This design comes from an exercise in tuning for small area on the open sky130 flow, not from production work. In this exercise RTL edits were held to simulation tests only and were not proved equivalent to the original. No run shown here takes its clock network from TritonCTS; it comes from the design's own scripts or RTL. The flow treats the clock pin as an ideal source. Dropping or thinning the clock tree relies on that and would not hold on a real chip. Power is estimated from default activity; no workload was simulated.

===== flow/design.v =====
module ssdd(in, out);
	input [3:0] in;
	output reg [6:0] out;
	always @(in)
		case (in)
			4'h0: out = 7'b1000000;
			4'h1: out = 7'b1111001;
			4'h2: out = 7'b0100100;
			4'h3: out = 7'b0110000;
			4'h4: out = 7'b0011001;
			4'h5: out = 7'b0010010;
			4'h6: out = 7'b0000010;
			4'h7: out = 7'b1111000;
			4'h8: out = 7'b0000000;
			4'h9: out = 7'b0011000;
			default: out = 7'bxxxxxxx;
		endcase
endmodule
module ssdd6(in, out);
	input [2:0] in;
	output reg [6:0] out;
	always @(in)
		case (in)
			3'd0: out = 7'b1000000;
			3'd1: out = 7'b1111001;
			3'd2: out = 7'b0100100;
			3'd3: out = 7'b0110000;
			3'd4: out = 7'b0011001;
			3'd5: out = 7'b0010010;
			default: out = 7'bxxxxxxx;
		endcase
endmodule
module clock_24hr(clk, rst, tick, sw0, sw1, sw2, sw3, btn0, btn1, btn2, ssd3, ssd2, ssd1, ssd0, alarm_set, leds);
	input clk;
	input rst;
	input tick;
	input sw0, sw1, sw2, sw3;
	input btn0, btn1, btn2;
	output [6:0] ssd0, ssd1, ssd2, ssd3;
	output alarm_set;
	output [9:0] leds;
	reg [6:0] cs;            
	reg [3:0] su;            
	reg [2:0] st;            
	reg [3:0] mu;            
	reg [2:0] mt;            
	reg [3:0] hu;            
	reg [1:0] ht;            
	reg [3:0] amu;
	reg [2:0] amt;
	reg [3:0] ahu;
	reg [1:0] aht;
	reg rp, rs, o0, o1, en1, led;
	reg [1:0] y;             
	assign alarm_set = ~sw3;
	assign leds = {10{led}};
	wire cs_wrap = cs[6] & cs[5] & cs[1] & cs[0];    
	wire cs98    = cs[6] & cs[5] & cs[1] & ~cs[0];   
	wire [6:0] cs_n = cs_wrap ? 7'd0 : cs + 7'd1;
	wire su9 = su[3] & su[0];
	wire st5 = st[2] & st[0];
	wire c_s = cs_wrap & su9;             
	wire c_m = c_s & st5;                 
	wire [3:0] su_n = cs_wrap ? (su9 ? 4'd0 : su + 4'd1) : su;
	wire [2:0] st_n = c_s ? (st5 ? 3'd0 : st + 3'd1) : st;
	wire setm = y[1];
	wire add_m = setm & ~btn0 & o0;
	wire add_h = setm & (btn0 == o0) & ~btn1 & o1;
	wire o0_n = setm ? btn0 : o0;
	wire o1_n = (setm & (btn0 == o0)) ? btn1 : o1;
	function [6:0] incm;         
		input [6:0] m;
		begin
			if (m[3:0] == 4'd9) incm = {(m[6:4] == 3'd5) ? 3'd0 : m[6:4] + 3'd1, 4'd0};
			else incm = {m[6:4], m[3:0] + 4'd1};
		end
	endfunction
	function [5:0] inch;         
		input [5:0] h;
		begin
			if (h[5:4] == 2'd2 && h[3:0] == 4'd3) inch = 6'd0;
			else if (h[3:0] == 4'd9) inch = {h[5:4] + 2'd1, 4'd0};
			else inch = {h[5:4], h[3:0] + 4'd1};
		end
	endfunction
	wire tC = ~y[0];
	wire [1:0] am_t = {1'b0, c_m} + {1'b0, tC & add_m};
	wire [4:0] mus = mu + am_t;
	wire mu_c = mus >= 5'd10;
	wire [3:0] mu_n = mu_c ? mus - 5'd10 : mus[3:0];
	wire mt5 = (mt == 3'd5);
	wire mt_c = mu_c & mt5;
	wire [2:0] mt_n = mu_c ? (mt5 ? 3'd0 : mt + 3'd1) : mt;
	wire [1:0] ah_t = {1'b0, mt_c} + {1'b0, tC & add_h};
	wire [4:0] hus = hu + ah_t;
	wire h_wrap = (ht == 2'd2) & (hus >= 5'd4);
	wire hu_c = hus >= 5'd10;
	wire [3:0] hu_n = h_wrap ? hus - 5'd4 : hu_c ? hus - 5'd10 : hus[3:0];
	wire [1:0] ht_n = h_wrap ? 2'd0 : hu_c ? ht + 2'd1 : ht;
	wire [6:0] tm2 = {mt_n, mu_n};
	wire [5:0] th2 = {ht_n, hu_n};
	wire aD = y[0];
	wire [6:0] am0 = {amt, amu};
	wire [5:0] ah0 = {aht, ahu};
	wire am0_wrap = (amt == 3'd5) & (amu == 4'd9);
	wire [6:0] am1 = (aD & add_m) ? incm(am0) : am0;
	wire [5:0] ah1 = (aD & ((add_m & am0_wrap) | add_h)) ? inch(ah0) : ah0;
	wire nobtn = btn0 & btn1 & btn2;
	wire match = (st == 3'd0) & (su == 4'd0) & ({mt, mu} == {amt, amu}) & ({ht, hu} == {aht, ahu});
	wire ring = rp | (rs & match);
	reg [1:0] Y;
	always @(*) begin
		case (y)
			2'd0: Y = sw0 ? 2'd1 : sw1 ? 2'd2 : sw2 ? 2'd3 : 2'd0;
			2'd1: Y = sw0 ? 2'd1 : 2'd0;
			2'd2: Y = sw1 ? 2'd2 : 2'd0;
			default: Y = sw2 ? 2'd3 : 2'd0;
		endcase
	end
	always @(posedge clk) begin
		en1 <= tick & cs98;
		if (rst) begin
			cs <= 7'd0; su <= 4'd0; st <= 3'd0; mu <= 4'd0; mt <= 3'd0; hu <= 4'd0; ht <= 2'd0;
			amu <= 4'd0; amt <= 3'd0; ahu <= 4'd0; aht <= 2'd0;
			rp <= 1'b0; rs <= 1'b0; o0 <= 1'b1; o1 <= 1'b1; y <= 2'd0; led <= 1'b0;
		end else begin
			if (en1) led <= ring & ~led;
			if (tick) begin
				cs <= cs_n;
				su <= su_n; st <= st_n;
				{mt, mu} <= tm2; {ht, hu} <= th2;
				{amt, amu} <= am1; {aht, ahu} <= ah1;
				rp <= ring & nobtn; rs <= sw3 & nobtn;
				o0 <= o0_n; o1 <= o1_n;
				y <= Y;
			end
		end
	end
	reg [2:0] d3; reg [3:0] d2; reg [2:0] d1; reg [3:0] d0;
	always @(*) begin
		case (y)
			2'd1: begin d3 = mt; d2 = mu; d1 = st; d0 = su; end
			2'd3: begin d3 = {1'b0, aht}; d2 = ahu; d1 = amt; d0 = amu; end
			default: begin d3 = {1'b0, ht}; d2 = hu; d1 = mt; d0 = mu; end
		endcase
	end
	ssdd6 seg3 (d3, ssd3);
	ssdd  seg2 (d2, ssd2);
	ssdd6 seg1 (d1, ssd1);
	ssdd  seg0 (d0, ssd0);
endmodule

===== flow/flow/run.sh =====
#!/bin/bash
# Own layout flow: the standard synthesis, then the combinational logic between
# the registers re-mapped by ABC for area (registers kept as they are, by name
# and cell), then the standard layout with single-size port buffers.
set -euo pipefail
W=$(pwd)
F=$W/flow
R=$W/orfs/results/$FLOW_PLATFORM/clock_24hr/base
LIB=$FLOW_HOME/platforms/sky130hd/lib/sky130_fd_sc_hd__tt_025C_1v80.lib
YOSYS=$FLOW_HOME/../tools/install/yosys/bin/yosys

# 1. standard synthesis (the standard flow's script, unchanged)
bash standard.sh "$R/1_2_yosys.v" > "$W/1_standard_synth.log" 2>&1
cp "$R/1_2_yosys.v" "$W/standard_1_2_yosys.v"

# 2. re-map the combinational cells; flip-flops stay as black boxes
DONT_USE=""
for c in $(sed -n '/^export DONT_USE_CELLS/,/^$/p' "$FLOW_HOME/platforms/sky130hd/config.mk" | grep -o 'sky130_fd_sc_hd__[a-z0-9_]*'); do
  DONT_USE="$DONT_USE -dont_use $c"
done
cat > "$W/remap.ys" <<EOY
read_liberty -ignore_miss_func $LIB
blackbox sky130_fd_sc_hd__dfxtp_1
read_verilog $W/standard_1_2_yosys.v
hierarchy -top $FLOW_TOP
flatten
opt_clean
tee -o $W/remap_before.txt stat -liberty $LIB
abc -script $F/remap.abc -liberty $LIB $DONT_USE
opt_clean
write_verilog -noattr -nohex -nodec $W/remapped_raw.v
design -reset
read_liberty -lib $LIB
read_verilog $W/remapped_raw.v
hierarchy -top $FLOW_TOP
setundef -zero
splitnets
opt_clean -purge
hilomap -singleton -hicell sky130_fd_sc_hd__conb_1 HI -locell sky130_fd_sc_hd__conb_1 LO
insbuf -buf sky130_fd_sc_hd__buf_1 A X
opt_clean -purge
check -assert -mapped
tee -o $W/remap_after.txt stat -liberty $LIB
write_verilog -noattr -nohex -nodec $W/remapped.v
EOY
"$YOSYS" -s "$W/remap.ys" > "$W/2_remap.log" 2>&1
cp "$W/remapped.v" "$R/1_2_yosys.v"

# 3. the standard placement from the re-mapped netlist, with single-size port buffers
export BUFFER_PORTS_ARGS="-buffer_cell sky130_fd_sc_hd__buf_1"
bash standard.sh place > "$W/3_place.log" 2>&1

# 4. clock buffers in place of CTS
RESULTS=$R CLKBUF=${CLKBUF:-sky130_fd_sc_hd__clkbuf_8} CLKBUF_NX=${CLKBUF_NX:-2} CLKBUF_NY=${CLKBUF_NY:-2} \
  openroad -no_init -exit "$F/clock.tcl" > "$W/4_clock.log" 2>&1
cp "$R/3_place.sdc" "$R/4_cts.sdc"

# 5. the rest of the standard flow
bash standard.sh finish > "$W/5_finish.log" 2>&1

===== flow/flow/clock.tcl =====
# Clock buffering in place of CTS: the flip-flops are split by position into
# CLKBUF_NX x CLKBUF_NY groups, each driven by one CLKBUF cell fed from the
# clock port.
set R $::env(RESULTS)
read_db $R/3_place.odb
set block [ord::get_db_block]
set master [[ord::get_db] findMaster $::env(CLKBUF)]
set clk [$block findNet clk]
set lst {}
foreach it [$clk getITerms] {
  set inst [$it getInst]
  set box [$inst getBBox]
  lappend lst [list [expr {([$box xMin] + [$box xMax]) / 2}] [expr {([$box yMin] + [$box yMax]) / 2}] $it]
}
# CLKBUF_NX strips by x, each split into CLKBUF_NY groups by y
set nx $::env(CLKBUF_NX)
set ny $::env(CLKBUF_NY)
proc chunks {l k} {
  set out {}
  set n [llength $l]
  for {set i 0} {$i < $k} {incr i} {
    lappend out [lrange $l [expr {($i * $n) / $k}] [expr {(($i + 1) * $n) / $k - 1}]]
  }
  return $out
}
set groups {}
foreach strip [chunks [lsort -integer -index 0 $lst] $nx] {
  foreach grp [chunks [lsort -integer -index 1 $strip] $ny] { lappend groups $grp }
}
set g 0
foreach grp $groups {
  if {[llength $grp] == 0} { continue }
  set sx 0; set sy 0
  foreach e $grp { incr sx [lindex $e 0]; incr sy [lindex $e 1] }
  set cx [expr {$sx / [llength $grp]}]
  set cy [expr {$sy / [llength $grp]}]
  set net [odb::dbNet_create $block clknet_$g]
  $net setSigType CLOCK
  set buf [odb::dbInst_create $block $master clkbuf_$g]
  $buf setLocation $cx $cy
  $buf setPlacementStatus PLACED
  foreach e $grp {
    set it [lindex $e 2]
    $it disconnect
    $it connect $net
  }
  [$buf findITerm A] connect $clk
  [$buf findITerm X] connect $net
  puts "clock group $g: [llength $grp] sinks, buffer at $cx $cy"
  incr g
}
global_connect
detailed_placement
check_placement -verbose
write_db $R/4_1_cts.odb

===== flow/flow/remap.abc =====
strash
balance
rewrite
refactor
balance
rewrite
rewrite -z
balance
refactor -z
rewrite -z
balance
&get -n
&deepsyn -T 60
&put
balance
rewrite
refactor
balance
rewrite
rewrite -z
balance
refactor -z
rewrite -z
balance
dch -f
amap

===== flow/standard.sh =====
#!/bin/bash
# synth_recipe.tcl (not shown) runs the flow's synth.tcl, then flattens the netlist and writes it again
# the make line also repeats each setting of config.mk as NAME=value (left out here)
make -C /OpenROAD-flow-scripts/flow DESIGN_CONFIG=/design/flow/config.mk WORK_HOME=/design/flow/orfs CLKGATE_MAP_FILE= SYNTH_SCRIPT=/design/flow/synth_recipe.tcl "${@:-finish}"

===== flow/config.mk =====
export PLATFORM = sky130hd
export DESIGN_NAME = clock_24hr
export DESIGN_NICKNAME = clock_24hr
export VERILOG_FILES = /design/flow/design.v
export SDC_FILE = /design/flow/constraint.sdc
export NUM_CORES = 4
export LEC_CHECK = 0
export ABC_AREA = 1
export CAP_MARGIN = 20
export CORE_MARGIN = 2
export CORE_UTILIZATION = 40
export CTS_BUF_LIST = sky130_fd_sc_hd__clkbuf_8
export SLEW_MARGIN = 20

===== flow/constraint.sdc =====
create_clock -name core_clock -period 600.0 [get_ports {clk}]
set_input_delay 120.0000 -clock core_clock [delete_from_list [all_inputs] [get_ports {clk}]]
set_output_delay 120.0000 -clock core_clock [all_outputs]
set_load 0.01 [all_outputs]

==> notes.md, run 1 <==
The slew at the pin closest to its max-slew limit is 0.6704 ns. The largest individual stage delay along the critical path comes from the cell buf_1. The area of the die came out at 0.007341 mm^2. In this run the tightest slew margin relative to its limit is 55.31%. Fill cells in the final layout number 650. The final worst slack is 359.74 ns. The average vias per placed instance came out at 5.598. Counting both buffers and inverters, the worst setup path holds a total of 3.

The cell area that synthesis handed to floorplanning was 0.002669 mm^2. The clock transition time at the flip-flop clock pins of the worst setup and hold paths is 0.08 ns. The net count of the finished layout came out at 418. The top cell types in the final layout, fill and taps aside, are nor2_1 (67), clkinv_1 (52), dfxtp_1 (48), buf_1 (48), nand2_1 (31).

The detailed-route DRC error count is 0. The startpoint identified for the worst hold timing path is cs[0]$_SDFFE_PP0P_. The largest vdd supply drop came out at 0.000001090 V. Measured on the finished design, the core utilization comes to 45.10%. The final wirelength came out at 7007 um. The number of max-cap violations is 0.

The remaining number of nets flagged by the antenna check after routing is 0. The number of DRC markers after the initial detailed-route iteration came out at 241. The min-delay analysis places its worst path in the category reg -> reg. The overall overflow remaining after global route is 0. The worst path needs 240.26 ns of the cycle, external delays included. The worst endpoint data arrival time came out at 120.26 ns. The total stage count of the critical path is 3.

Dividing the synthesized area by the synthesized cell count gives 6.861 um^2. Setup repair after global routing left no endpoint under its margin. In this design, the stage delay of the slowest critical-path cell is 0.12 ns. The ratio of final minimum period to clock period is 40.04%. The setup TNS came out at 0 ns. The setup path with the least slack is of type in -> out.

The HPWL after detailed placement is 5252 um. The worst slack at placement is 359.74 ns. STA classifies the critical path endpoint as an output pin. The family with the most delay on the worst path is buffers and inverters. The library cell used most frequently in the layout, excluding fill and tap cells, is nor2_1. The top achievable clock speed came out at 4.162 MHz. The post-placement cell area came out at 0.002825 mm^2. The area added between synthesis and finish came out at 7.923%. After routing the design area is 0.002880 mm^2. The via count of the first global-routing pass is 2463. The clock latency on the worst-skew pair is 0.15 ns. The highest net fanout along the worst path came out at 2. The start of the worst register-to-register path is y[0]$_SDFFE_PP0P_. 49 I/O pins were placed. The area of the core came out at 0.006386 mm^2. 0 antenna diodes ended up in the layout. The end of the worst register-to-register path is aht[1]$_SDFFE_PP0P_. The placer congestion estimate came out at 0.8603. The first global-routing pass estimated 11850 um of wire. For this design the ratio of total power to cell area is 1.810 mW/mm^2.

Global routing used 19.27% of the available tracks across all layers. The share of layout cells above drive strength 1 is 1.724%. The area taken by flip-flops and latches came out at 960.9 um^2. The die span in x came out at 85.68 um. The register-to-register setup slack is 596.09 ns. The warning count from the yosys run came out at 3.

The worst clock skew came out at 0.01009 ns. The final count of pins violating max slew came out at 0. The largest net degree at the start of global routing came out at 31. The flow ran to the end and the layout has no timing, DRC or antenna violations. The cell count after synthesis is 389. Detailed routing inserted a total of 2704 vias. The number of failing setup endpoints in the final timing report is 0.

The worst-case reg-to-reg path depth came out at 18. The number of antenna violations at the first check in global routing came out at 0. The number of rows created at floorplan is 29.

In this run the worst setup path terminates at alarm_set. The cell that appears most often on the critical path is buf_1. The number of hold violations in the final report is 0.

The signal on the critical path passes through buf_1, clkinv_1, buf_1. The length of the first detailed-routing pass in iterations is 5. The die height is 85.68 um. Tracing the worst setup path back leads to its startpoint at sw3.

The initial core utilization came out at 41.79%. The average wire per cell in the routed design is 14.51 um. The number of nets in the synthesized netlist is 399.

The leakage power figure is 0.9553 nW. The data required time of the critical path is 480.00 ns. The worst-case hold slack is 0.4568 ns.

The multi-input combinational cells in the finished layout cover a total of 0.001370 mm^2. The count of buffers inserted at the top-level ports is 48. STA classifies the critical path startpoint as an input port.
[flip-flops by register name (all words and copies together), names as in the netlist, 2 cells and up]
register	cells
mt	3
aht	2
ht	2
mu	4
st	3
su	4
amt	3
hu	4
y	2
ahu	4
amu	4
cs	7
[how the worst min path moves through the flow]
| stage | endpoint | slack [ns] | depth (start not counted) |
|---|---|---|---|
| 6_report | en1$_DFF_P_ | 0.46 | 1 |
| 5_1_grt | led$_SDFFE_PP0P_ | 0.47 | 1 |
| 3_5_place_dp | en1$_DFF_P_ | 0.44 | 1 |
| 3_3_place_gp | led$_SDFFE_PP0P_ | 0.44 | 1 |
| 2_1_floorplan | en1$_DFF_P_ | 0.41 | 1 |
[through the flow]
step	cells	total power [mW]
floorplan	389	0.003651
global placement	479	0.003827
detailed placement	479	0.003833
global route	483	0.005400
finish	483	0.005214
[where the power goes]
part           switching [mW]  internal, mW
combinational        0.000346      0.000151
sequential          0.0000403       0.00322
clock                0.000841      0.000612
[cell type report]
cell class	count	area share [%]
multi-input cells	251	47.57
flip-flops and latches	48	33.36
repair buffers	51	7.037
inverters	52	6.777
well taps	77	3.345
plain buffers	4	1.911
[routing by layer]
metal  track usage [%]  up-vias  part of all wire [%]
li1                  -     1399                     -
met1             28.44     1212                    48
met2             31.89       83                    45
met3             1.347       10                   5.9
met4             2.309        0                   1.1
met5                 0        -                     0
==> run 2: changes to the inputs <==
--- a/flow/flow/run.sh
+++ b/flow/flow/run.sh
@@ -53,3 +53,3 @@
 # 4. clock buffers in place of CTS
-RESULTS=$R CLKBUF=${CLKBUF:-sky130_fd_sc_hd__clkbuf_8} CLKBUF_NX=${CLKBUF_NX:-2} CLKBUF_NY=${CLKBUF_NY:-2} \
+RESULTS=$R CLKBUF=${CLKBUF:-sky130_fd_sc_hd__clkbuf_8} CLKBUF_N=${CLKBUF_N:-3} \
   openroad -no_init -exit "$F/clock.tcl" > "$W/4_clock.log" 2>&1
--- a/flow/flow/clock.tcl
+++ b/flow/flow/clock.tcl
@@ -1,4 +1,3 @@
 # Clock buffering in place of CTS: the flip-flops are split by position into
-# CLKBUF_NX x CLKBUF_NY groups, each driven by one CLKBUF cell fed from the
-# clock port.
+# CLKBUF_N groups, each driven by one CLKBUF cell fed from the clock port.
 set R $::env(RESULTS)
@@ -7,2 +6,3 @@
 set master [[ord::get_db] findMaster $::env(CLKBUF)]
+set n $::env(CLKBUF_N)
 set clk [$block findNet clk]
@@ -14,20 +14,8 @@
 }
-# CLKBUF_NX strips by x, each split into CLKBUF_NY groups by y
-set nx $::env(CLKBUF_NX)
-set ny $::env(CLKBUF_NY)
-proc chunks {l k} {
-  set out {}
-  set n [llength $l]
-  for {set i 0} {$i < $k} {incr i} {
-    lappend out [lrange $l [expr {($i * $n) / $k}] [expr {(($i + 1) * $n) / $k - 1}]]
-  }
-  return $out
-}
-set groups {}
-foreach strip [chunks [lsort -integer -index 0 $lst] $nx] {
-  foreach grp [chunks [lsort -integer -index 1 $strip] $ny] { lappend groups $grp }
-}
-set g 0
-foreach grp $groups {
+set lst [lsort -integer -index 0 $lst]
+set per [expr {int(ceil([llength $lst] / double($n)))}]
+for {set g 0} {$g < $n} {incr g} {
+  set grp [lrange $lst [expr {$g * $per}] [expr {($g + 1) * $per - 1}]]
   if {[llength $grp] == 0} { continue }
+  set grp [lsort -integer -index 1 $grp]
   set sx 0; set sy 0
@@ -49,3 +37,2 @@
   puts "clock group $g: [llength $grp] sinks, buffer at $cx $cy"
-  incr g
 }
==> notes.md, run 2 <==
The flow ran to the end and the layout has no timing, DRC or antenna violations. The total of fill cells in the finished design is 657. The smallest clock period supported by the final layout is computed as 240.26 ns. Detailed placement finished with a half-perimeter wire length of 5252 um. STA classifies the critical path endpoint as an output pin.

The overall power of the completed layout is 0.005126 mW. The number of antenna violations at the first check in global routing is 0. At the worst endpoint, the required time is 480.00 ns. For this design the static power due to leakage is 0.9481 nW. In the final routed layout, each cell accounts on average for 14.56 um. For this run the aggregate overflow at the end of global routing stands at 0. The clock transition time at the flip-flop clock pins of the worst setup and hold paths came out at 0.11 ns.

The average vias per placed instance came out at 5.606. The element type at the critical path start is an input port. Setup repair after global routing left no endpoint under its margin.

The routed design has 7019 um of wire. The number of flip-flops under the largest register name is 7. The summed instance area of the synthesized netlist came out at 0.002669 mm^2.

The total number of vias came out at 2702. The warning count from the yosys run came out at 3. The number of DRC markers after the initial detailed-route iteration is 216. The top achievable clock speed came out at 4.162 MHz. The final count of pins violating max slew is 0. In this run the tightest slew margin relative to its limit is 54.02%.

The kind of path behind the tightest hold check is reg -> reg. The area of the die is 0.007341 mm^2. The remaining number of nets flagged by the antenna check after routing came out at 0. The number of hold violations in the final report came out at 0. The ratio of final minimum period to clock period came out at 40.04%. Along the worst path, the maximum fanout reaches 2. The detailed-route DRC error count came out at 0.

The share of layout cells above drive strength 1 is 1.481%. The total track usage is 19.40%. Routability-driven placement finished with a final weighted congestion of 0.8603. The worst register-to-register path has a setup slack of 596.07 ns. The register containing the most flip-flops in the final layout is cs. The number of nets in the synthesized netlist is 399.

The most common cell after layout, fill and taps aside is nor2_1. Setup violations remaining at the end of the flow were counted as 0. The average cell area after synthesis came out at 6.861 um^2. The net count of the finished layout came out at 417.

The number of top-level design ports came out at 49. Once the floorplan was initialized, standard cells occupied 41.79% of the core. The library cells used most frequently in the layout, excluding fill and tap cells, are nor2_1 (67), clkinv_1 (52), dfxtp_1 (48), buf_1 (48), nand2_1 (31). Entering global routing, the biggest net connects 31 pins. 0 antenna diodes ended up in the layout.

The later pin in the worst-skew pair is clocked with a latency of 0.17 ns. The largest vdd supply drop came out at 0.000001478 V. For this run, the share of the core covered by cells in the final layout is 44.89%.

The via count of the first global-routing pass came out at 2468. The global-route wire length before repair is 11920 um. The number of rows created at floorplan came out at 29.

The critical path is of the in -> out type. Across the routed clock network, the largest skew measured is 0.01616 ns. The slew at the pin closest to its max-slew limit is 0.6898 ns. The die is 85.68 um tall. The die span in x came out at 85.68 um. The number of max-cap violations came out at 0. The power per cell area is 1.788 mW/mm^2. The cell count after synthesis came out at 389. The area added between synthesis and finish came out at 7.407%. The setup TNS is 0 ns. The area of the core is 0.006386 mm^2.

The count of buffers inserted at the top-level ports is 48. The length of the first detailed-routing pass in iterations is 5. For the worst setup path, the data arrival time is 120.26 ns.
## run 2: final cells by class
| type | instances | area [um^2] | share of cell area (%) |
|---|---|---|---|
| flip-flops and latches | 48 | 960.9 | 33.52 |
| well taps | 77 | 96.34 | 3.361 |
| repair buffers | 51 | 202.7 | 7.071 |
| multi-input cells | 251 | 1370 | 47.80 |
| inverters | 52 | 195.2 | 6.809 |
| plain buffers | 3 | 41.29 | 1.440 |
## run 2: power by group
| group | switching (mW) | leakage, nW | internal, mW |
|---|---|---|---|
| sequential | 0.0000385 | 0.388 | 0.00322 |
| combinational | 0.000347 | 0.539 | 0.000151 |
| clock | 0.000897 | 0.0216 | 0.000467 |
## run 2: critical path, cell delays in order
cell and delay (ns):
buf_1 0.07, clkinv_1 0.06, buf_1 0.12
## run 2: stage by stage
stage	hold WS, ns	setup slack [ns]	area, um^2	instances
final	0.4627	359.74	2867	482
after global placement	0.4383	359.74	2825	479
after detailed placement	0.4432	359.74	2825	479
after floorplan	0.4127	359.91	2669	389
after global routing	0.4791	359.72	2867	482
## run 2: per-layer routing
layer / vias up / global-route usage [%] / routed length, um
met4: 0 / 2.597 / 68
li1: 1393 / - / -
met1: 1204 / 28.38 / 3330
met5: - / 0 / 0
met3: 6 / 1.251 / 463
met2: 99 / 32.32 / 3158
## run 2: worst paths after layout
path / from / to / cells after the start
hold / removal: cs[0]$_SDFFE_PP0P_ / en1$_DFF_P_ / 1
hold reg to reg: cs[0]$_SDFFE_PP0P_ / en1$_DFF_P_ / 1
setup reg to reg: y[0]$_SDFFE_PP0P_ / aht[1]$_SDFFE_PP0P_ / 18
setup / recovery: sw3 / alarm_set / 3
==> run 3: changes to the inputs <==
==> flow/design.v (replaced) <==
module ssdd(in, out);
	input [3:0] in;
	output reg [6:0] out;
	always @(in)
		case (in)
			4'h0: out = 7'b1000000;
			4'h1: out = 7'b1111001;
			4'h2: out = 7'b0100100;
			4'h3: out = 7'b0110000;
			4'h4: out = 7'b0011001;
			4'h5: out = 7'b0010010;
			4'h6: out = 7'b0000010;
			4'h7: out = 7'b1111000;
			4'h8: out = 7'b0000000;
			4'h9: out = 7'b0011000;
			default: out = 7'bxxxxxxx;
		endcase
endmodule
module ssdd6(in, out);
	input [2:0] in;
	output reg [6:0] out;
	always @(in)
		case (in)
			3'd0: out = 7'b1000000;
			3'd1: out = 7'b1111001;
			3'd2: out = 7'b0100100;
			3'd3: out = 7'b0110000;
			3'd4: out = 7'b0011001;
			3'd5: out = 7'b0010010;
			default: out = 7'bxxxxxxx;
		endcase
endmodule
module clock_24hr(clk, rst, tick, sw0, sw1, sw2, sw3, btn0, btn1, btn2, ssd3, ssd2, ssd1, ssd0, alarm_set, leds);
	input clk;
	input rst;
	input tick;
	input sw0, sw1, sw2, sw3;
	input btn0, btn1, btn2;
	output [6:0] ssd0, ssd1, ssd2, ssd3;
	output alarm_set;
	output [9:0] leds;
	reg [6:0] cs;            
	reg [5:0] sec;           
	reg [5:0] mn;            
	reg [4:0] hr;            
	reg [5:0] amn;           
	reg [4:0] ahr;           
	reg rp, rs, o0, o1, en1, led;
	reg [1:0] y;             
	assign alarm_set = ~sw3;
	assign leds = {10{led}};
	wire cs_wrap = cs[6] & cs[5] & cs[1] & cs[0];    
	wire cs98    = cs[6] & cs[5] & cs[1] & ~cs[0];   
	wire [6:0] cs_n = cs_wrap ? 7'd0 : cs + 7'd1;
	wire sec59 = (sec == 6'd59);
	wire c_m = cs_wrap & sec59;           
	wire [5:0] sec_n = cs_wrap ? (sec59 ? 6'd0 : sec + 6'd1) : sec;
	wire setm = y[1];
	wire add_m = setm & ~btn0 & o0;
	wire add_h = setm & (btn0 == o0) & ~btn1 & o1;
	wire o0_n = setm ? btn0 : o0;
	wire o1_n = (setm & (btn0 == o0)) ? btn1 : o1;
	wire tC = ~y[0];
	wire [1:0] am_t = {1'b0, c_m} + {1'b0, tC & add_m};
	wire [6:0] mns = mn + am_t;
	wire mn_c = mns >= 7'd60;
	wire [5:0] mn_n = mn_c ? mns - 7'd60 : mns[5:0];
	wire [1:0] ah_t = {1'b0, mn_c} + {1'b0, tC & add_h};
	wire [5:0] hrs = hr + ah_t;
	wire [4:0] hr_n = (hrs >= 6'd24) ? hrs - 6'd24 : hrs[4:0];
	wire aD = y[0];
	wire amn59 = (amn == 6'd59);
	wire [5:0] amn_n = (aD & add_m) ? (amn59 ? 6'd0 : amn + 6'd1) : amn;
	wire [4:0] ahr_n = (aD & ((add_m & amn59) | add_h)) ? ((ahr == 5'd23) ? 5'd0 : ahr + 5'd1) : ahr;
	wire nobtn = btn0 & btn1 & btn2;
	wire match = (sec == 6'd0) & (mn == amn) & (hr == ahr);
	wire ring = rp | (rs & match);
	reg [1:0] Y;
	always @(*) begin
		case (y)
			2'd0: Y = sw0 ? 2'd1 : sw1 ? 2'd2 : sw2 ? 2'd3 : 2'd0;
			2'd1: Y = sw0 ? 2'd1 : 2'd0;
			2'd2: Y = sw1 ? 2'd2 : 2'd0;
			default: Y = sw2 ? 2'd3 : 2'd0;
		endcase
	end
	always @(posedge clk) begin
		en1 <= tick & cs98;
		if (rst) begin
			cs <= 7'd0; sec <= 6'd0; mn <= 6'd0; hr <= 5'd0; amn <= 6'd0; ahr <= 5'd0;
			rp <= 1'b0; rs <= 1'b0; o0 <= 1'b1; o1 <= 1'b1; y <= 2'd0; led <= 1'b0;
		end else begin
			if (en1) led <= ring & ~led;
			if (tick) begin
				cs <= cs_n;
				sec <= sec_n;
				mn <= mn_n; hr <= hr_n;
				amn <= amn_n; ahr <= ahr_n;
				rp <= ring & nobtn; rs <= sw3 & nobtn;
				o0 <= o0_n; o1 <= o1_n;
				y <= Y;
			end
		end
	end
	wire [5:0] left  = (y == 2'd1) ? mn : {1'b0, y[0] ? ahr : hr};
	wire [5:0] right = (y == 2'd1) ? sec : (y[0] ? amn : mn);
	wire [2:0] d3, d1;
	wire [3:0] d2, d0;
	bin2bcd b2l (left, d3, d2);
	bin2bcd b2r (right, d1, d0);
	ssdd6 seg3 (d3, ssd3);
	ssdd  seg2 (d2, ssd2);
	ssdd6 seg1 (d1, ssd1);
	ssdd  seg0 (d0, ssd0);
endmodule
module bin2bcd(in, tens, units);
	input [5:0] in;
	output [2:0] tens;
	output [3:0] units;
	assign tens = in / 10;
	assign units = in % 10;
endmodule
--- a/flow/flow/run.sh
+++ b/flow/flow/run.sh
@@ -53,3 +53,3 @@
 # 4. clock buffers in place of CTS
-RESULTS=$R CLKBUF=${CLKBUF:-sky130_fd_sc_hd__clkbuf_8} CLKBUF_N=${CLKBUF_N:-3} \
+RESULTS=$R CLKBUF=${CLKBUF:-sky130_fd_sc_hd__clkbuf_8} CLKBUF_NX=${CLKBUF_NX:-2} CLKBUF_NY=${CLKBUF_NY:-2} \
   openroad -no_init -exit "$F/clock.tcl" > "$W/4_clock.log" 2>&1
--- a/flow/flow/clock.tcl
+++ b/flow/flow/clock.tcl
@@ -1,3 +1,4 @@
 # Clock buffering in place of CTS: the flip-flops are split by position into
-# CLKBUF_N groups, each driven by one CLKBUF cell fed from the clock port.
+# CLKBUF_NX x CLKBUF_NY groups, each driven by one CLKBUF cell fed from the
+# clock port.
 set R $::env(RESULTS)
@@ -6,3 +7,2 @@
 set master [[ord::get_db] findMaster $::env(CLKBUF)]
-set n $::env(CLKBUF_N)
 set clk [$block findNet clk]
@@ -14,8 +14,20 @@
 }
-set lst [lsort -integer -index 0 $lst]
-set per [expr {int(ceil([llength $lst] / double($n)))}]
-for {set g 0} {$g < $n} {incr g} {
-  set grp [lrange $lst [expr {$g * $per}] [expr {($g + 1) * $per - 1}]]
+# CLKBUF_NX strips by x, each split into CLKBUF_NY groups by y
+set nx $::env(CLKBUF_NX)
+set ny $::env(CLKBUF_NY)
+proc chunks {l k} {
+  set out {}
+  set n [llength $l]
+  for {set i 0} {$i < $k} {incr i} {
+    lappend out [lrange $l [expr {($i * $n) / $k}] [expr {(($i + 1) * $n) / $k - 1}]]
+  }
+  return $out
+}
+set groups {}
+foreach strip [chunks [lsort -integer -index 0 $lst] $nx] {
+  foreach grp [chunks [lsort -integer -index 1 $strip] $ny] { lappend groups $grp }
+}
+set g 0
+foreach grp $groups {
   if {[llength $grp] == 0} { continue }
-  set grp [lsort -integer -index 1 $grp]
   set sx 0; set sy 0
@@ -37,2 +49,3 @@
   puts "clock group $g: [llength $grp] sinks, buffer at $cx $cy"
+  incr g
 }
==> notes.md, run 3 <==
The run finished with no timing, DRC or antenna violations. Clock-pin slew was measured on the worst setup and hold paths at 0.08 ns. The layer flagged by global routing as most heavily used is met2. The net count of the finished layout is 431. The remaining number of nets flagged by the antenna check after routing came out at 0. The tool flagged a number of max-cap violations equal to 0.

The final count of pins violating max slew came out at 0. The area added between synthesis and finish is 7.530%. Walking the worst path, the cells encountered are buf_1, clkinv_1, buf_1. The average cell area after synthesis is 6.457 um^2.

Of the total power, registers draw 51.2%. The highest net fanout along the worst path is 2. The cell count after synthesis came out at 404. The most frequent cell on the critical path is buf_1. The average wire per cell in the routed design is 12.66 um. The standard cell with the maximum stage delay on the critical path is buf_1. The reported net switching power came out at 0.001758 mW.

For this run, the slowest stage of the critical path takes 0.12 ns. The number of hold violations in the final report is 0. After floorplanning, the core was divided into 29 placement rows. The number of failing setup endpoints in the final timing report came out at 0. The number of top-level design ports is 49. Dividing the detail-routed via count by the number of cells gives 5.385. The largest vdd supply drop is 0.000001238 V. From bottom edge to top edge, the die measures 84.76 um. The count of buffers inserted at the top-level ports came out at 48.

Setup repair after global routing left no endpoint under its margin. In this run the worst setup path begins at sw3. The power per cell area is 2.036 mW/mm^2. Setup slack on the worst reg-to-reg path comes out at 596.23 ns.

The overall power of the completed layout came out at 0.005713 mW. The post-placement cell area came out at 0.002750 mm^2. The ratio of final minimum period to clock period is 40.04%.

Summing every instance area after synthesis gives 0.002609 mm^2. The count of non-filler cells in the finished layout came out at 496. The post-route standard cell area excluding fillers came out at 0.002805 mm^2. The relative contribution of the clock network to total power came out at 24.4%. The number of instances in the placed design came out at 492. STA classifies the critical path endpoint as an output pin.

The number of DRC markers after the initial detailed-route iteration is 227. The total track usage came out at 17.00%. The worst setup path is launched from an input port. Clock latency on the worst-skew pair, taken at its later pin, is 0.14 ns.

Net switching is 30.77% of the power. The placer congestion estimate came out at 0.8698. Combinational logic burns 24.3% of the power. Grouping stages by cell kind, the critical path spends the most delay in buffers and inverters.

The worst endpoint data arrival time is 120.25 ns. The initial core utilization came out at 41.32%. The share of layout cells above drive strength 1 came out at 1.193%.

The data required time of the critical path came out at 480.00 ns. The die span in x is 84.76 um. The via count of the first global-routing pass came out at 2315.

The largest net degree at the start of global routing is 28. The tightest min-delay check is of the reg -> reg type. For this design the static power due to leakage is 0.9486 nW. The met1 track demand over resource in global routing came out at 24.34%. The repair_antennas step left the layout with diodes totalling 0. For this block, the via count after detailed routing is 2671. The register with the most flip-flops in the final layout is cs. The floorplan step defined a die boundary enclosing 0.007184 mm^2. The worst clock skew came out at 0.01416 ns. The length of the first detailed-routing pass in iterations came out at 4. The critical path class is in -> out. The clock period could shrink to 240.26 ns. The cell internal power dissipation came out at 0.003954 mW.

The top achievable clock speed is 4.162 MHz. The register with the most flip-flops in the layout has 7 of them. The area of the core is 0.006314 mm^2. Leaving out fill and tap cells, the most frequent cell in the layout is nor2_1. The placed wire-length estimate came out at 4791 um.

The start point of the worst hold path is cs[0]$_SDFFE_PP0P_. The overall overflow remaining after global route is 0. The number of antenna violations at the first check in global routing came to 0. The global-route track usage on met3 came out at 1.770%. The start of the worst register-to-register path is cs[1]$_SDFFE_PP0P_.

The final wirelength is 6279 um. The total nets after synthesis is 414. In the layout the commonest cells are nor2_1 (88), clkinv_1 (65), buf_1 (48). The slew at the pin closest to its max-slew limit is 0.9528 ns. Global routing used 28.27% of the available met2 tracks. The detailed-route DRC error count is 0.

The sum of buffers and inverters on the critical path came out at 3. The setup TNS came out at 0 ns. The worst-case hold slack came out at 0.4505 ns.

The global-route wire length before repair came out at 10560 um. The warning count from the yosys run is 3. The relative slew slack is 36.25%.
-- run 3: path summary, 6_finish.rpt --
| kind | endpoint | cells past startpoint |
|---|---|---|
| worst max register to register | hr[3]$_SDFFE_PP0P_ | 20 |
| worst min-delay path | en1$_DFF_P_ | 1 |
| worst max-delay path | alarm_set | 3 |
| worst min register to register | en1$_DFF_P_ | 1 |
-- run 3: area by class of cell --
type	count	area (um^2)
fillers	664	3508
multi-input cells	258	1361
flip-flops and latches	43	860.8
inverters	65	244.0
repair buffers	49	187.7
well taps	77	96.34
plain buffers	4	55.05
-- run 3: power groups by stage --
stage          combinational, mW  sequential, mW  clock (mW)
3_5_place_dp             0.00138         0.00299           0
2_1_floorplan            0.00112         0.00298           0
5_1_grt                  0.00158         0.00293     0.00150
6_report                 0.00139         0.00293     0.00140
3_3_place_gp             0.00136         0.00299           0
-- run 3: through the flow --
stage / setup slack (ns) / util [%]
detailed placement: 359.74 / 43.56
finish: 359.75 / 44.43
floorplan: 359.91 / -
global placement: 359.74 / 43.56
global route: 359.72 / 44.43
-- run 3: routing by layer --
| layer | part of all wire (%) | vias up | wire, um |
|---|---|---|---|
| li1 | - | 1395 | - |
| met2 | 43 | 67 | 2712 |
| met3 | 5.6 | 7 | 350 |
| met4 | 1.3 | 0 | 82 |
| met1 | 50 | 1202 | 3133 |
| met5 | 0 | - | 0 |
==> run 4: changes to the inputs <==
--- a/flow/flow/run.sh
+++ b/flow/flow/run.sh
@@ -50,2 +50,3 @@
 export BUFFER_PORTS_ARGS="-buffer_cell sky130_fd_sc_hd__buf_1"
+export PRE_GLOBAL_PLACE_TCL="$F/pre_gpl.tcl"
 bash standard.sh place > "$W/3_place.log" 2>&1
@@ -53,3 +54,3 @@
 # 4. clock buffers in place of CTS
-RESULTS=$R CLKBUF=${CLKBUF:-sky130_fd_sc_hd__clkbuf_8} CLKBUF_NX=${CLKBUF_NX:-2} CLKBUF_NY=${CLKBUF_NY:-2} \
+RESULTS=$R CLKBUF=${CLKBUF:-sky130_fd_sc_hd__clkbuf_4} CLKBUF_NX=${CLKBUF_NX:-2} CLKBUF_NY=${CLKBUF_NY:-2} \
   openroad -no_init -exit "$F/clock.tcl" > "$W/4_clock.log" 2>&1
==> flow/flow/pre_gpl.tcl (new file) <==
# Global placement runs without timing-driven mode (the clock period is far
# longer than any path), so remove synthesis's pass-through buffers here, as
# the timing-driven mode would.
remove_buffers
--- a/flow/config.mk
+++ b/flow/config.mk
@@ -10,4 +10,4 @@
 export CORE_MARGIN = 2
-export CORE_UTILIZATION = 40
-export CTS_BUF_LIST = sky130_fd_sc_hd__clkbuf_8
+export CORE_UTILIZATION = 70
+export GPL_TIMING_DRIVEN = 0
 export SLEW_MARGIN = 20
==> notes.md, run 4 <==
The number of max-cap violations came out at 0. STA puts the critical path data arrival time at 120.28 ns. The net count of the finished layout came out at 430.

The average wire per cell in the routed design came out at 12.56 um. Setup violations remaining at the end of the flow were counted as 0. The largest vdd supply drop is 0.000001451 V. The placed wire-length estimate is 4492 um. The area of the die came out at 0.004231 mm^2. For this block, the via count after detailed routing is 2724. The kind of capture point of the worst setup path is an output pin.

Clock skew on the completed layout was measured at 0.01705 ns. In this run the static leakage power is 0.9365 nW. Counting every net in the synthesized netlist gives 414.

For the final routed database, the setup TNS stands at 0 ns. The time the final worst path needs with I/O delays and setup is 240.28 ns. The count of buffers inserted at the top-level ports is 48. The number of hold violations in the final report was 0.

Timing would allow up to 4.162 MHz. The number of flip-flops under the largest register name is 7. The highest net fanout along the worst path is 2. The remaining number of nets flagged by the antenna check after routing came out at 0. The final count of pins violating max slew came to 0. The clock transition time at the flip-flop clock pins of the worst setup and hold paths came out at 0.10 ns. The critical path in this run is classified as in -> out.

The kind of path behind the tightest hold check is reg -> reg. The via count of the first global-routing pass came to 2366. The routed design has 5853 um of wire.

The die height came out at 65.05 um. The number of antenna diodes in the final layout is 0. Headroom to the max-slew limit came out at 41.54%. The total track usage is 28.36%.

In this run the power density over the cells is 1.949 mW/mm^2. The number of instances in the placed design is 462. The largest net degree at the start of global routing came out at 28. The register containing the most flip-flops in the final layout is cs. The length of the first detailed-routing pass in iterations is 5.

The detailed-route DRC error count came out at 0. The cell count of the worst hold path came out at 1. The cell count after synthesis came out at 404.

The number of rows created at floorplan is 22. The flow ran to the end and the layout has no timing, DRC or antenna violations. The worst setup path is launched from an input port.

The count of non-filler cells in the finished layout is 466. The register-to-register setup slack came out at 596.38 ns. The later pin in the worst-skew pair is clocked with a latency of 0.18 ns. The area growth from synthesis to layout is 4.940%. STA puts the critical path data required time at 480.00 ns. During I/O placement, the number of pins put on the boundary was 49. The initial core utilization is 71.80%.

Dividing the detail-routed via count by the number of cells gives 5.845. The summed instance area of the synthesized netlist is 0.002609 mm^2. The slew at the pin closest to its max-slew limit came out at 0.8769 ns.

The average cell area after synthesis is 6.457 um^2. The first global-routing pass estimated 9908 um of wire. The post-route netlist has 1.196% of its cells at a drive strength greater than 1. The library cells used most frequently in the layout, excluding fill and tap cells, are nor2_1 (88), clkinv_1 (65), buf_1 (47). The area of the core is 0.003633 mm^2. The number of DRC markers after the initial detailed-route iteration is 171.

The placer congestion estimate came out at 0.9282. The number of antenna violations at the first check in global routing came out at 0. The most common cell after layout, fill and taps aside is nor2_1.

The worst-case reg-to-reg path depth came out at 20. The overall overflow remaining after global route came out at 0. Setup repair after global routing left no endpoint under its margin. The die span in x came out at 65.05 um. The ratio of final minimum period to clock period came out at 40.05%. The warning count from the yosys run is 3.
run 4: final cells by class:
cell class / count / area, um^2
fillers: 315 / 895.9
plain buffers: 4 / 30.03
inverters: 65 / 244.0
multi-input cells: 258 / 1361
flip-flops and latches: 43 / 860.8
well taps: 48 / 60.06
repair buffers: 48 / 181.4
run 4: metrics by stage:
step / total power [mW] / instance area [um^2] / worst slack [ns] / util (%) / hold slack [ns]
after floorplan: 0.004103 / 2609 / 359.91 / - / 0.4259
after global placement: 0.004308 / 2706 / 359.73 / 74.48 / 0.4460
after detailed placement: 0.004344 / 2706 / 359.72 / 74.48 / 0.4562
after global routing: 0.005607 / 2738 / 359.65 / 75.34 / 0.4976
final: 0.005335 / 2738 / 359.72 / 75.34 / 0.4763
run 4: metal layers:
metal,vias to the layer above,global-route usage [%],part of all wire [%]
li1,1395,-,-
met4,0,3.385,0.51
met1,1222,37.96,45
met3,3,1.910,7.9
met2,104,51.68,47
met5,-,0,0
run 4: power breakdown:
| group | switching, mW | internal [mW] | total [mW] |
|---|---|---|---|
| Clock | 0.000718 | 0.000321 | 0.00104 |
| Combinational | 0.000916 | 0.000451 | 0.00137 |
| Sequential | 0.0000376 | 0.00289 | 0.00293 |
run 4: final timing paths:
| kind | startpoint | to |
|---|---|---|
| setup / recovery | sw3 | alarm_set |
| hold / removal | cs[0]$_SDFFE_PP0P_ | en1$_DFF_P_ |
| setup reg to reg | cs[1]$_SDFFE_PP0P_ | hr[3]$_SDFFE_PP0P_ |
| hold reg to reg | cs[0]$_SDFFE_PP0P_ | en1$_DFF_P_ |
run 4: worst max-delay path, cell delays in order:
cell and delay [ns]:
buf_1 0.07, clkinv_1 0.08, buf_1 0.13
==> run 5: changes to the inputs <==
--- a/flow/flow/run.sh
+++ b/flow/flow/run.sh
@@ -54,3 +54,3 @@
 # 4. clock buffers in place of CTS
-RESULTS=$R CLKBUF=${CLKBUF:-sky130_fd_sc_hd__clkbuf_4} CLKBUF_NX=${CLKBUF_NX:-2} CLKBUF_NY=${CLKBUF_NY:-2} \
+RESULTS=$R CLKBUF=${CLKBUF:-sky130_fd_sc_hd__clkbuf_8} CLKBUF_NX=${CLKBUF_NX:-3} CLKBUF_NY=${CLKBUF_NY:-1} \
   openroad -no_init -exit "$F/clock.tcl" > "$W/4_clock.log" 2>&1
==> notes.md, run 5 <==
The power per cell area came out at 1.987 mW/mm^2. 49 I/O pins were placed. The summed instance area of the synthesized netlist is 0.002609 mm^2. The overall power of the completed layout is 0.005463 mW. In this run the standard cell core region covers 0.003633 mm^2. The number of hold violations in the final report is 0. The kind of path behind the tightest hold check is reg -> reg. The via count of the first global-routing pass came out at 2369. From synthesis to final layout, the design area changed by 5.372%. The setup TNS came out at 0 ns.

The ratio of final minimum period to clock period came out at 40.05%. The worst setup path is launched from an input port. The highest net fanout along the worst path is 2.

The die span in x is 65.05 um. Setup repair after global routing left no endpoint under its margin. In the routed design, unresolved DRC markers number 0. The warning count from the yosys run came out at 3. The critical path is of the in -> out type. The cell internal power dissipation came out at 0.003801 mW. The critical path goes through buf_1, clkinv_1, buf_1. In this run the power spent charging and discharging nets is 0.001661 mW. Combinational cells account for 25.1% of the total power.

The slew at the pin closest to its max-slew limit came out at 0.8601 ns. The sum of buffers and inverters on the critical path is 3. The share of total power consumed by net switching is 30.41%. The total number of vias is 2687.

The die is 65.05 um tall. The largest vdd supply drop came out at 0.000002671 V. The area of the die is 0.004231 mm^2. The length of the first detailed-routing pass in iterations is 6. The clock transition time at the flip-flop clock pins of the worst setup and hold paths came out at 0.08 ns. On the critical path, the stage with the largest delay is an instance of buf_1. After detailed routing, the total wire length is 5865 um. Each instance of the synthesized netlist takes up on average 6.457 um^2. The clock network accounts for 21.3% of the total power. The number of antenna violations at the first check in global routing is 0. The highest cell delay on the worst timing path came out at 0.14 ns. The clock latency on the worst-skew pair is 0.15 ns. The final core utilization came out at 75.65%.

The top achievable clock speed is 4.162 MHz. The worst clock skew is 0.01253 ns. The library cells used most frequently in the layout, excluding fill and tap cells, are nor2_1 (88), clkinv_1 (65), buf_1 (47). The number of inserted diodes came out at 0. The leakage power figure came out at 0.9396 nW.

Ranked by flip-flop count, first place goes to cs. The final count of pins violating max slew came to 0. The remaining number of nets flagged by the antenna check after routing is 0. The global-route wire length before repair came out at 9963 um. The number of flip-flops under the largest register name is 7.

STA classifies the critical path endpoint as an output pin. The net count of the finished layout came out at 429. Across the whole layout, storage elements account for 860.8 um^2. The overall overflow remaining after global route came out at 0.

The total nets after synthesis is 414. The count of buffers inserted at the top-level ports came out at 48. The library cell used most frequently in the layout, excluding fill and tap cells, is nor2_1.

The number of rows created at floorplan came out at 22. The number of DRC markers after the initial detailed-route iteration is 157. The sequential cell fraction of total power is 53.6%. The largest net degree at the start of global routing came out at 28. At the worst endpoint, the required time is 480.00 ns. The placed wire-length estimate came out at 4492 um. The run finished with no timing, DRC or antenna violations. The average wire per cell in the routed design came out at 12.61 um. The time the final worst path needs with I/O delays and setup came out at 240.29 ns. The initial core utilization came out at 71.80%. The worst endpoint data arrival time came out at 120.29 ns. The multi-input combinational cells in the finished layout cover a total of 0.001361 mm^2. Setup violations remaining at the end of the flow were counted as 0.

The most frequent cell on the critical path is buf_1. Of the cells placed in the final design, the portion with a size suffix greater than 1 is 0.9592%. The total track usage is 28.47%. The total of fill cells in the finished design came out at 312. The average vias per placed instance came out at 5.778. Synthesis produced 404 cells. The placer congestion estimate is 0.9282.

Max-cap violations in this run came to 0. The relative slew slack came out at 42.66%. The family with the most delay on the worst path is buffers and inverters.
==> run 5: path summary, 6_finish.rpt <==
check	depth (start not counted)	startpoint	end	slack (ns)
min reg2reg	1	cs[0]$_SDFFE_PP0P_	en1$_DFF_P_	0.47
min	1	cs[0]$_SDFFE_PP0P_	en1$_DFF_P_	0.47
max reg2reg	20	cs[1]$_SDFFE_PP0P_	hr[3]$_SDFFE_PP0P_	596.40
max	3	sw3	alarm_set	359.71
==> run 5: final cells by class <==
cell class	instances	area share (%)
inverters	65	8.876
repair buffers	48	6.600
well taps	48	2.185
multi-input cells	258	49.52
plain buffers	3	1.502
flip-flops and latches	43	31.32
==> run 5: through the flow <==
stage | setup slack (ns) | hold WS [ns] | cells | instance area, um^2
6_report | 359.71 | 0.4712 | 465 | 2749
5_1_grt | 359.65 | 0.4937 | 465 | 2749
2_1_floorplan | 359.91 | 0.4259 | 404 | 2609
3_5_place_dp | 359.72 | 0.4562 | 462 | 2706
3_3_place_gp | 359.73 | 0.4460 | 462 | 2706
==> run 5: per-layer routing <==
metal / GRT usage (%) / up-vias / routed length, um
met2: 53.09 / 82 / 2820
met4: 2.865 / 0 / 35
met3: 1.215 / 4 / 358
met1: 37.75 / 1211 / 2651
li1: - / 1390 / -
met5: 0 / - / 0
==> run 5: power by group through the flow <==
stage	logic, mW	clock network (mW)	registers (mW)
6_report	0.00137	0.00116	0.00293
5_1_grt	0.00154	0.00126	0.00293
3_5_place_dp	0.00135	0	0.00299
3_3_place_gp	0.00132	0	0.00299
2_1_floorplan	0.00112	0	0.00298
==> run 6: changes to the inputs <==
--- a/flow/design.v
+++ b/flow/design.v
@@ -63,9 +63,10 @@
 	wire tC = ~y[0];
-	wire [1:0] am_t = {1'b0, c_m} + {1'b0, tC & add_m};
-	wire [6:0] mns = mn + am_t;
-	wire mn_c = mns >= 7'd60;
-	wire [5:0] mn_n = mn_c ? mns - 7'd60 : mns[5:0];
-	wire [1:0] ah_t = {1'b0, mn_c} + {1'b0, tC & add_h};
-	wire [5:0] hrs = hr + ah_t;
-	wire [4:0] hr_n = (hrs >= 6'd24) ? hrs - 6'd24 : hrs[4:0];
+	wire bm = tC & add_m, bh = tC & add_h;
+	wire mn59 = (mn == 6'd59);
+	wire [5:0] mn1 = bm ? (mn59 ? 6'd0 : mn + 6'd1) : mn;
+	wire mn1_59 = (mn1 == 6'd59);
+	wire [5:0] mn_n = c_m ? (mn1_59 ? 6'd0 : mn1 + 6'd1) : mn1;
+	wire hr23 = (hr == 5'd23);
+	wire [4:0] hr1 = (bh | (bm & mn59)) ? (hr23 ? 5'd0 : hr + 5'd1) : hr;
+	wire [4:0] hr_n = (c_m & mn1_59) ? ((hr1 == 5'd23) ? 5'd0 : hr1 + 5'd1) : hr1;
 	wire aD = y[0];
--- a/flow/flow/run.sh
+++ b/flow/flow/run.sh
@@ -20,3 +20,7 @@
 done
-cat > "$W/remap.ys" <<EOY
+# ABC's deepsyn is randomised: map with several seeds in parallel, keep the smallest
+remap() {
+  local S=$1
+  sed "s/@SEED@/$S/" "$F/remap.abc" > "$W/remap_$S.abc"
+  cat > "$W/remap_$S.ys" <<EOY
 read_liberty -ignore_miss_func $LIB
@@ -27,9 +31,8 @@
 opt_clean
-tee -o $W/remap_before.txt stat -liberty $LIB
-abc -script $F/remap.abc -liberty $LIB $DONT_USE
+abc -script $W/remap_$S.abc -liberty $LIB $DONT_USE
 opt_clean
-write_verilog -noattr -nohex -nodec $W/remapped_raw.v
+write_verilog -noattr -nohex -nodec $W/remapped_raw_$S.v
 design -reset
 read_liberty -lib $LIB
-read_verilog $W/remapped_raw.v
+read_verilog $W/remapped_raw_$S.v
 hierarchy -top $FLOW_TOP
@@ -42,6 +45,18 @@
 check -assert -mapped
-tee -o $W/remap_after.txt stat -liberty $LIB
-write_verilog -noattr -nohex -nodec $W/remapped.v
+tee -o $W/remap_after_$S.txt stat -liberty $LIB
+write_verilog -noattr -nohex -nodec $W/remapped_$S.v
 EOY
-"$YOSYS" -s "$W/remap.ys" > "$W/2_remap.log" 2>&1
+  "$YOSYS" -s "$W/remap_$S.ys" > "$W/2_remap_$S.log" 2>&1
+}
+pids=""
+for S in 1 2 3 4; do remap $S & pids="$pids $!"; done
+for p in $pids; do wait $p; done
+best=""; bestarea=""
+for S in 1 2 3 4; do
+  a=$(grep -o "Chip area for module .*: [0-9.]*" "$W/remap_after_$S.txt" | awk '{print $NF}')
+  echo "seed $S: $a" >> "$W/2_remap_choice.log"
+  if [[ -z "$best" ]] || awk -v x="$a" -v y="$bestarea" 'BEGIN{exit !(x < y)}'; then best=$S; bestarea=$a; fi
+done
+echo "kept seed $best" >> "$W/2_remap_choice.log"
+cp "$W/remapped_$best.v" "$W/remapped.v"
 cp "$W/remapped.v" "$R/1_2_yosys.v"
--- a/flow/flow/remap.abc
+++ b/flow/flow/remap.abc
@@ -12,3 +12,3 @@
 &get -n
-&deepsyn -T 60
+&deepsyn -T 60 -S @SEED@
 &put
==> notes.md, run 6 <==
After floorplanning, the core was divided into 21 placement rows. The final count of pins violating max slew came out at 0. The worst hold path belongs to the class reg -> reg. Leaving out fill and tap cells, the most frequent cell in the layout is nor2_1. The total number of vias came out at 2572. Of the available clock period, the critical path in the final layout requires 40.05%. The remaining number of nets flagged by the antenna check after routing came out at 0.

The share of layout cells above drive strength 1 is 0.7772%. The clock transition time at the flip-flop clock pins of the worst setup and hold paths is 0.09 ns. The number of top-level design ports came out at 49.

STA classifies the critical path startpoint as an input port. The worst setup path is captured at an output pin. Global routing used 28.63% of the available tracks across all layers.

The total area of multi-input combinational cells came out at 0.001329 mm^2. The highest cell delay on the worst timing path came out at 0.12 ns. The length of the first detailed-routing pass in iterations came out at 5. The number of antenna violations at the first check in global routing is 0.

The critical path goes through buf_1, clkinv_1, buf_1. Counting every net in the synthesized netlist gives 383. The detailed-route DRC error count came out at 0. The largest net degree at the start of global routing came out at 19. IR analysis of the VDD net gives a maximum drop of 0.000001879 V. The time the final worst path needs with I/O delays and setup came out at 240.27 ns. For this design, the slowest cell found on the critical path is buf_1. The worst-case reg-to-reg path depth came out at 15. Once the floorplan was initialized, standard cells occupied 73.79% of the core. The worst endpoint data arrival time is 120.27 ns. The setup TNS is 0 ns. The most frequent cell on the critical path is buf_1. The number of inserted diodes is 0. The warning count from the yosys run came out at 3. The summed instance area of the synthesized netlist is 0.002501 mm^2. The final wirelength is 5479 um.

The area of the core is 0.003390 mm^2. The clock latency on the worst-skew pair is 0.15 ns. The register with the most flip-flops in the final layout is cs. The number of flip-flops under the largest register name came out at 7. The worst clock skew is 0.01353 ns.

The via count of the first global-routing pass was 2322. The placer congestion estimate came out at 0.8769. For this design the static power due to leakage is 0.8891 nW. The average wire per cell in the routed design came out at 12.68 um. The total of fill cells in the finished design came out at 268. The worst hold path passes through 2 cells.

The area added between synthesis and finish came out at 5.453%. The highest net fanout along the worst path came out at 2. The run finished with no timing, DRC or antenna violations. The number of DRC markers after the initial detailed-route iteration came out at 209. The area taken by flip-flops and latches is 860.8 um^2. The data required time of the critical path is 480.00 ns.

The worst setup path is of the in -> out kind. The cell count after synthesis is 373. The die span in x is 63.78 um. Cells fill 77.81% of the core in the end. The relative slew slack came out at 41.95%. Setup repair after global routing left no endpoint under its margin. After legalization and detailed placement, the total HPWL measured 4192 um. The floorplan step set the die height to 63.78 um. The first global-routing pass estimated 9915 um of wire.

The number of failing setup endpoints in the final timing report is 0. The count of non-filler cells in the finished layout is 432. The top achievable clock speed came out at 4.162 MHz. The net count of the finished layout came out at 398. The slew at the pin closest to its max-slew limit is 0.8675 ns. The count of buffers inserted at the top-level ports came out at 48. The number of instances in the placed design is 429.

The die covers 0.004067 mm^2. The power per cell area is 1.710 mW/mm^2. The number of max-cap violations is 0. The overall overflow remaining after global route came out at 0. Using the TritonRoute via totals, the vias-per-cell ratio works out to 5.954. The number of hold violations in the final report is 0. The average cell area after synthesis is 6.705 um^2. In the layout the commonest cells are nor2_1 (71), buf_1 (48), clkinv_1 (45).
run 6: stage by stage:
| step | hold slack, ns | setup slack, ns | total power [mW] | cell area [um^2] |
|---|---|---|---|---|
| floorplan | 0.4284 | 359.91 | 0.003276 | 2501 |
| global placement | 0.4559 | 359.74 | 0.003384 | 2596 |
| detailed placement | 0.4640 | 359.72 | 0.003393 | 2596 |
| global route | 0.5014 | 359.71 | 0.004666 | 2638 |
| finish | 0.4673 | 359.73 | 0.004510 | 2638 |
run 6: power by group:
| part | switching (mW) | leakage (nW) | internal [mW] |
|---|---|---|---|
| clock network | 0.000717 | 0.0216 | 0.000462 |
| registers | 0.0000289 | 0.347 | 0.00288 |
| logic | 0.000287 | 0.520 | 0.000133 |
| total | 0.00103 | 0.889 | 0.00348 |
run 6: routing by layer:
layer	vias to the layer above	part of all wire (%)	track usage, %
met5	-	0	0
met4	0	1.5	4.076
met3	11	6.4	1.937
met2	89	48	51.05
met1	1149	44	38.93
li1	1323	-	-
run 6: final cells by class:
class,instances,share of cell area [%]
Timing Repair Buffer,48,6.831
Sequential cell,43,32.64
Buffer,3,1.565
Tap cell,46,2.182
Inverter,45,6.404
Multi-Input combinational cell,247,50.38
run 6: worst paths after layout:
path	slack [ns]	endpoint	startpoint
setup / recovery	359.73	alarm_set	sw3
hold / removal	0.47	en1$_DFF_P_	cs[1]$_SDFFE_PP0P_
setup reg to reg	596.51	hr[4]$_SDFFE_PP0P_	cs[0]$_SDFFE_PP0P_
hold reg to reg	0.47	en1$_DFF_P_	cs[1]$_SDFFE_PP0P_
run 6: worst max-delay path: cells and delay by family:
kind	cells	cell delay, ns
buffers and inverters	3	0.27
==> run 7: changes to the inputs <==
--- a/flow/flow/run.sh
+++ b/flow/flow/run.sh
@@ -38,2 +38,3 @@
 hierarchy -top $FLOW_TOP
+tee -o $W/remap_after_$S.txt stat -liberty $LIB
 setundef -zero
@@ -45,3 +46,2 @@
 check -assert -mapped
-tee -o $W/remap_after_$S.txt stat -liberty $LIB
 write_verilog -noattr -nohex -nodec $W/remapped_$S.v
--- a/flow/flow/remap.abc
+++ b/flow/flow/remap.abc
@@ -25,2 +25,2 @@
 dch -f
-amap
+amap -m
==> notes.md, run 7 <==
The cell internal power dissipation came out at 0.003483 mW. The count of buffers inserted at the top-level ports came out at 48. The total number of vias is 2583. The first global-routing pass estimated 9784 um of wire. The register-to-register setup slack came out at 596.30 ns.

Adding up every negative setup slack in the final design gives 0 ns. The worst setup path is captured at an output pin. The top achievable clock speed came out at 4.162 MHz. The remaining number of nets flagged by the antenna check after routing is 0. The largest vdd supply drop came out at 0.000001774 V. The relative contribution of the clock network to total power came out at 25.8%. The warning count from the yosys run is 3. The placer congestion estimate is 0.8721. Setup violations remaining at the end of the flow were counted as 0. The initial core utilization is 73.53%. The number of top-level design ports is 49. The number of cells on the worst reg-to-reg path is 16.

The length of the first detailed-routing pass in iterations is 5. The reported net switching power is 0.001043 mW. The final worst slack is 359.71 ns. STA classifies the critical path startpoint as an input port. The number of hold violations in the final report came to 0. The overall power of the completed layout is 0.004527 mW.

At the worst endpoint, the required time is 480.00 ns. The via count of the first global-routing pass was 2257. Synthesis handed over a netlist of 376 instances. Once detailed placement completed, the half-perimeter wirelength came to 4250 um. Dividing total power by cell area gives a power density of 1.722 mW/mm^2.

The library cell used most frequently in the layout, excluding fill and tap cells, is nor2_1. Global routing finished with a remaining overflow of 0. The clock latency on the worst-skew pair is 0.15 ns. The number of flip-flops under the largest register name came out at 7. Dividing the detail-routed via count by the number of cells gives 5.938. The relative slew slack is 42.98%.

The top cell types in the final layout, fill and taps aside, are nor2_1 (72), buf_1 (48), clkinv_1 (46). The area of the die came out at 0.004054 mm^2. The path with the worst hold slack has its endpoint at en1$_DFF_P_.

The area of the core is 0.003390 mm^2. The final wirelength is 5574 um. In this run the mean area of a mapped cell was 6.629 um^2.

Of all nets on the critical path, the largest fanout is 2. Combinational cells account for 9.8% of the total power. Entering global routing, the biggest net connects 19 pins. The share of layout cells above drive strength 1 came out at 0.7712%.

The number of max-cap violations is 0. The worst register-to-register path ends at hr[4]$_SDFFE_PP0P_. The number of antenna violations at the first check in global routing came out at 0. The clock transition time at the flip-flop clock pins of the worst setup and hold paths came out at 0.09 ns. The time the final worst path needs with I/O delays and setup came out at 240.29 ns.

Per report_power, the sequential group accounts for 64.5% of the total. The number of DRC markers after the initial detailed-route iteration came out at 136. The area added between synthesis and finish came out at 5.472%.

The analysis attributes to cell leakage a power of 0.8818 nW. Between clock sinks in the finished design, the worst skew comes to 0.008018 ns. The total track usage is 28.54%. The run finished with no timing, DRC or antenna violations. The die span in x is 63.67 um.

The tightest min-delay check is of the reg -> reg type. The detailed-route DRC error count came out at 0. The number of inserted diodes is 0. At the end of the flow, the number of nets in the layout was 401. The startpoint identified for the worst hold timing path is cs[0]$_SDFFE_PP0P_.

The die height came out at 63.67 um. The share of total power consumed by net switching is 23.04%. STA puts the critical path data arrival time at 120.29 ns.

The number of rows created at floorplan is 21. The ratio of final minimum period to clock period came out at 40.05%. In this run the critical register-to-register path is launched from y[1]$_SDFFE_PP0P_.

Setup repair after global routing left no endpoint under its margin. Counting instances, the worst hold path has a depth of 1. OpenSTA, run right after detailed placement, puts the worst setup slack at 359.71 ns. The slew at the pin closest to its max-slew limit came out at 0.8521 ns.

The worst-case hold slack came out at 0.4699 ns. The average wire per cell in the routed design came out at 12.81 um. The worst setup path is of the in -> out kind. The register containing the most flip-flops in the final layout is cs. The total nets after synthesis came out at 386. The final count of pins violating max slew came out at 0. The summed instance area of the synthesized netlist is 0.002492 mm^2.
run 7: power groups by stage:
stage | sequential (mW) | combinational, mW | clock (mW)
after floorplan | 0.00297 | 0.000317 | 0
after global placement | 0.00298 | 0.000423 | 0
after detailed placement | 0.00298 | 0.000434 | 0
after global routing | 0.00292 | 0.000504 | 0.00124
final | 0.00292 | 0.000442 | 0.00117
run 7: worst max path at each step:
| stage | start | end | slack (ns) | depth (start not counted) |
|---|---|---|---|---|
| after floorplan | sw3 | alarm_set | 359.91 | 1 |
| after global placement | sw3 | alarm_set | 359.74 | 3 |
| after detailed placement | sw3 | alarm_set | 359.71 | 3 |
| after global routing | sw3 | alarm_set | 359.71 | 3 |
| final | sw3 | alarm_set | 359.71 | 3 |
run 7: per-layer routing:
metal / global-route usage, % / share of wire (%) / vias to the layer above
met5: 0 / 0 / -
met4: 2.717 / 1.0 / 0
met3: 1.964 / 7.0 / 8
met2: 51.97 / 46 / 108
met1: 38.31 / 46 / 1150
li1: - / - / 1317
run 7: final cells by class:
class | instances | area, um^2
Inverter | 46 | 172.7
Sequential cell | 43 | 860.8
Multi-Input combinational cell | 249 | 1316
Fill cell | 268 | 760.7
Buffer | 3 | 41.29
Tap cell | 46 | 57.56
Timing Repair Buffer | 48 | 180.2
run 7: through the flow:
stage	cells	instance area, um^2	utilization (%)
floorplan	376	2492	-
global placement	432	2587	76.34
detailed placement	432	2587	76.34
global route	435	2629	77.56
finish	435	2629	77.56
run 7: critical path, stage by stage:
cell and delay, ns:
buf_1 0.07, clkinv_1 0.08, buf_1 0.13

[what the ideal ports hide]
The flow's constraints put no driver on any port. The routed layouts listed below were extracted and timed again, unchanged, in two steps.
Step 1 (the two cells are an assumption about what drives the block):
set clk [get_ports {clk}]
set_driving_cell -lib_cell sky130_fd_sc_hd__clkbuf_16 $clk
set_driving_cell -lib_cell sky130_fd_sc_hd__buf_2 [delete_from_list [all_inputs] $clk]
Step 2 times the ports against the registers' clock, not the clock port: input delays grow and output delays shrink by t, the midpoint of the rising clock arrivals with the driver on.
Three values: no drivers, after step 1, after step 2; two values: the first two.
| run | t (ns) | setup slack, ns | hold slack, ns | worst setup path at the end | cell pins on the clock port's net |
|---|---|---|---|---|---|
| run 1 | 0.202 | 359.743 / 359.721 / 359.721 | 0.457 / 0.457 / 0.457 | input to output | 4 |
| run 2 | 0.213 | 359.743 / 359.721 / 359.721 | 0.463 / 0.463 / 0.463 | input to output | 3 |
| run 3 | 0.192 | 359.745 / 359.723 / 359.723 | 0.450 / 0.450 / 0.450 | input to output | 4 |
| run 4 | 0.211 | 359.720 / 359.696 / 359.696 | 0.476 / 0.476 / 0.476 | input to output | 4 |
| run 5 | 0.189 | 359.709 / 359.685 / 359.685 | 0.471 / 0.471 / 0.471 | input to output | 3 |
| run 6 | 0.192 | 359.728 / 359.704 / 359.704 | 0.467 / 0.467 / 0.467 | input to output | 3 |
| run 7 | 0.191 | 359.711 / 359.690 / 359.690 | 0.470 / 0.470 / 0.470 | input to output | 3 |
After both steps every run listed still meets setup and hold.
